This design comes from an exercise in tuning for small area and a short achievable clock period on the open sky130 flow, not from production work.
The RTL was checked by simulation tests, not by an equivalence proof against the original design.
No activity file was given, so power comes from the tool's default toggle rates.

== job 116 ==
// top
module top(
	input wire clk,
	input wire rst,
	input wire [2:0] left,
	input wire [2:0] right,
	output wire [9:0] tmds_ch0,
	output wire [9:0] tmds_ch1,
	output wire [9:0] tmds_ch2,
	output wire [5:0] leds
);
	assign leds[5:0] = {left, right};
	reg [9:0] x;
	reg [9:0] y;
	always @(posedge clk) begin
		if (rst) begin
			x <= 0;
			y <= 0;
		end else if (x == 10'd799) begin
			x <= 0;
			y <= y == 10'd524 ? 10'd0 : y + 10'd1;
		end else x <= x + 10'd1;
	end
	wire [2:0] cls;
	gol gol(clk, rst, left, right, x, y, cls);
	reg [2:0] cls1;
	localparam [2:0] CK = 3'd0, CW = 3'd1, CG = 3'd2, CL = 3'd3, CR = 3'd4, CX = 3'd7;
	always @(posedge clk) cls1 <= rst ? CX : cls;
	wire x0 = x == 10'd0;
	wire de_p = x >= 10'd1 && x <= 10'd640 && y < 10'd480;
	wire hs_p = !(x >= 10'd657 && x <= 10'd752);
	wire vs_p = !((y == 10'd490 && x >= 10'd657) || y == 10'd491 || y == 10'd492 || (y == 10'd493 && x0));
	reg [2:0] c2;
	reg de2, vs2, hs2;
	always @(posedge clk) begin
		c2 <= cls1;
		de2 <= de_p;
		vs2 <= vs_p;
		hs2 <= hs_p;
	end
	wire rst_c = c2 == CX;
	wire inv_r, inv_g, inv_b;
	tmds_r r_t(clk, rst_c, c2, inv_r);
	tmds_g g_t(clk, rst_c, c2, inv_g);
	tmds_b b_t(clk, rst_c, c2, inv_b);
	reg [8:0] qm_r, qm_g, qm_b;
	always @(*) begin
		case (c2)
			CK: begin qm_r = 9'h100; qm_g = 9'h100; qm_b = 9'h100; end
			CW: begin qm_r = 9'h0ff; qm_g = 9'h0ff; qm_b = 9'h0ff; end
			CG: begin qm_r = 9'h108; qm_g = 9'h1f8; qm_b = 9'h1fe; end
			CL: begin qm_r = 9'h17b; qm_g = 9'h13d; qm_b = 9'h023; end
			default: begin qm_r = 9'h13d; qm_g = 9'h023; qm_b = 9'h07e; end
		endcase
	end
	wire [9:0] r_enc = {inv_r, qm_r[8], qm_r[7:0] ^ {8{inv_r}}};
	wire [9:0] g_enc = {inv_g, qm_g[8], qm_g[7:0] ^ {8{inv_g}}};
	wire [9:0] b_enc = {inv_b, qm_b[8], qm_b[7:0] ^ {8{inv_b}}};
	reg [9:0] ctl;
	always @(*) begin
		case ({vs2, hs2})
			2'b00: ctl = 10'b1101010100;
  ...
Size in the first run: ~1100 cells after synthesis, ~11000 um^2 of cells after synthesis.
export LEC_CHECK = 0
export CAP_MARGIN = 20
export CORE_MARGIN = 2
export CORE_UTILIZATION = 60
export CTS_BUF_LIST = sky130_fd_sc_hd__clkbuf_4 sky130_fd_sc_hd__clkbuf_8
export CTS_CLUSTER_DIAMETER = 60
export CTS_CLUSTER_SIZE = 16
export PLACE_DENSITY = 0.8
export SLEW_MARGIN = 20
create_clock -name core_clock -period 14.0 [get_ports {clk}]
standard.sh (not shown) runs the stock make flow with config.mk's settings and CLKGATE_MAP_FILE= SYNTH_SCRIPT=/design/flow/synth_recipe.tcl, a recipe that flattens the netlist after the stock synthesis.
==> flow/flow/run.sh <==
#!/bin/bash
# The standard layout (standard.sh: ORFS with the standard flow's synthesis script
# and steps), with two changes:
#  - synthesis maps the logic with flow/abc.script, an area-oriented ABC
#    script, in place of ORFS's abc_speed.script (a copy of ORFS's scripts
#    folder with that one file replaced; everything else is unchanged, so
#    the registers and their names are those of the standard synthesis);
#  - the port buffers are sky130_fd_sc_hd__buf_2 rather than the cell
#    buffer_ports picks by itself (a slow clkdlybuf4s50_1).
set -euo pipefail
cd "$(dirname "$0")/.."
rm -rf scripts_abc
cp -r "$FLOW_HOME/scripts" scripts_abc
cp flow/abc.script scripts_abc/abc_speed.script
export BUFFER_PORTS_ARGS="-buffer_cell sky130_fd_sc_hd__buf_2"
bash standard.sh SCRIPTS_DIR="$PWD/scripts_abc" finish > flow_standard.log 2>&1
==> flow/flow/abc.script <==
strash
&get -n
&st
&dch -f
&nf -R 1000
&put
mfs2 -a
strash
&get -n
&st
&dch -f
&nf -R 1000
&put
mfs2 -a
strash
&get -n
&st
&dch -f
&nf -R 1000
&put
mfs2 -a
strash
&get -n
&st
&dch -f
&nf -R 1000
&put
topo
Job 116: PASS, flow complete, no timing, DRC or antenna violations
> inputs changed (job 116 -> job 3601)
Settings: swapping 60 for 40 in CORE_UTILIZATION; clearing CTS_CLUSTER_DIAMETER, which used to be 60; clearing CTS_BUF_LIST, which used to be sky130_fd_sc_hd__clkbuf_4 sky130_fd_sc_hd__clkbuf_8; clearing CTS_CLUSTER_SIZE, which used to be 16; swapping 0.8 for 0.6 in PLACE_DENSITY.
==> flow/flow/run.sh <==
#!/bin/bash
# The standard layout (the standard.sh, unchanged synthesis and steps),
# except that the port buffers are sky130_fd_sc_hd__buf_4 rather than the
# cell buffer_ports picks by itself (a slow clkdlybuf4s50_1).
set -euo pipefail
cd "$(dirname "$0")/.."
export BUFFER_PORTS_ARGS="-buffer_cell sky130_fd_sc_hd__buf_4"
bash standard.sh finish > flow_standard.log 2>&1
removed: flow/flow/abc.script
==> run notes <==
The die area in job 116 is 0.58 times that in job 3601. Compared with job 116, in job 3601 worst relative slew slack -1.3 points, portion of total power attributed to the clock network now sits higher.
Setup changes, job 3601 to job 2385
Settings: CTS_CLUSTER_SIZE now 16, previously not set; CTS_BUF_LIST now sky130_fd_sc_hd__clkbuf_8, previously not set; CTS_CLUSTER_DIAMETER now 60, previously not set.
==> flow/flow/run.sh <==
#!/bin/bash
# The standard layout (standard.sh: ORFS with the standard flow's synthesis script
# and steps), with two changes:
#  - synthesis maps the logic with flow/abc.script, an area-oriented ABC
#    script, in place of ORFS's abc_speed.script (a copy of ORFS's scripts
#    folder with that one file replaced; everything else is unchanged, so
#    the registers and their names are those of the standard synthesis);
#  - the port buffers are sky130_fd_sc_hd__buf_2 rather than the cell
#    buffer_ports picks by itself (a slow clkdlybuf4s50_1).
set -euo pipefail
cd "$(dirname "$0")/.."
rm -rf scripts_abc
cp -r "$FLOW_HOME/scripts" scripts_abc
cp flow/abc.script scripts_abc/abc_speed.script
export BUFFER_PORTS_ARGS="-buffer_cell sky130_fd_sc_hd__buf_2"
bash standard.sh SCRIPTS_DIR="$PWD/scripts_abc" finish > flow_standard.log 2>&1
==> flow/flow/abc.script (new file) <==
strash
&get -n
&st
&dch -f
&nf -R 1000
&put
mfs2 -a
strash
&get -n
&st
&dch -f
&nf -R 1000
&put
mfs2 -a
strash
&get -n
&st
&dch -f
&nf -R 1000
&put
mfs2 -a
strash
&get -n
&st
&dch -f
&nf -R 1000
&put
topo
==> comparison <==
The core of job 2385 is less densely filled than that of job 3601.
Job 3601 → job 2385: synthesized cell count has decreased, ratio of cells with drive above 1 in the final layout has decreased, total power has decreased.

## separate check: timing with driven ports
The flow's constraints put no driver on any port. The routed layouts listed below were extracted and timed again, unchanged, in two steps. Step 1: set_driving_cell puts a clkbuf_16 on clk and a buf_2 on each other input, an assumption about the parent block. Step 2 moves the port delays by t, midway between the first and last clock arrival at a register: inputs arrive t later, outputs are due t later. That takes back most of the time a late clock gives input paths. a / b / c = ideal / step 1 / step 2; a / b = the first two.
| run | shift t [ns] | setup slack, ns | worst setup path after step 2 | latest minus earliest clock arrival (ns) | cell pins on the clock port's net |
|---|---|---|---|---|---|
| job 116 | 0.554 | 8.014 / 7.991 / 7.991 | input to output | 0.031 / 0.031 | 1 |
| job 3601 | 0.562 | 8.109 / 8.067 / 8.087 | input to output | 0.024 / 0.024 | 1 |
| job 2385 | 0.587 | 7.990 / 7.964 / 7.964 | input to output | 0.046 / 0.045 | 1 |
After both steps every run listed still meets setup and hold. For job 2385, which loses most, drivers alone change the setup slack by -0.026 ns; drivers and shift together by -0.026 ns.
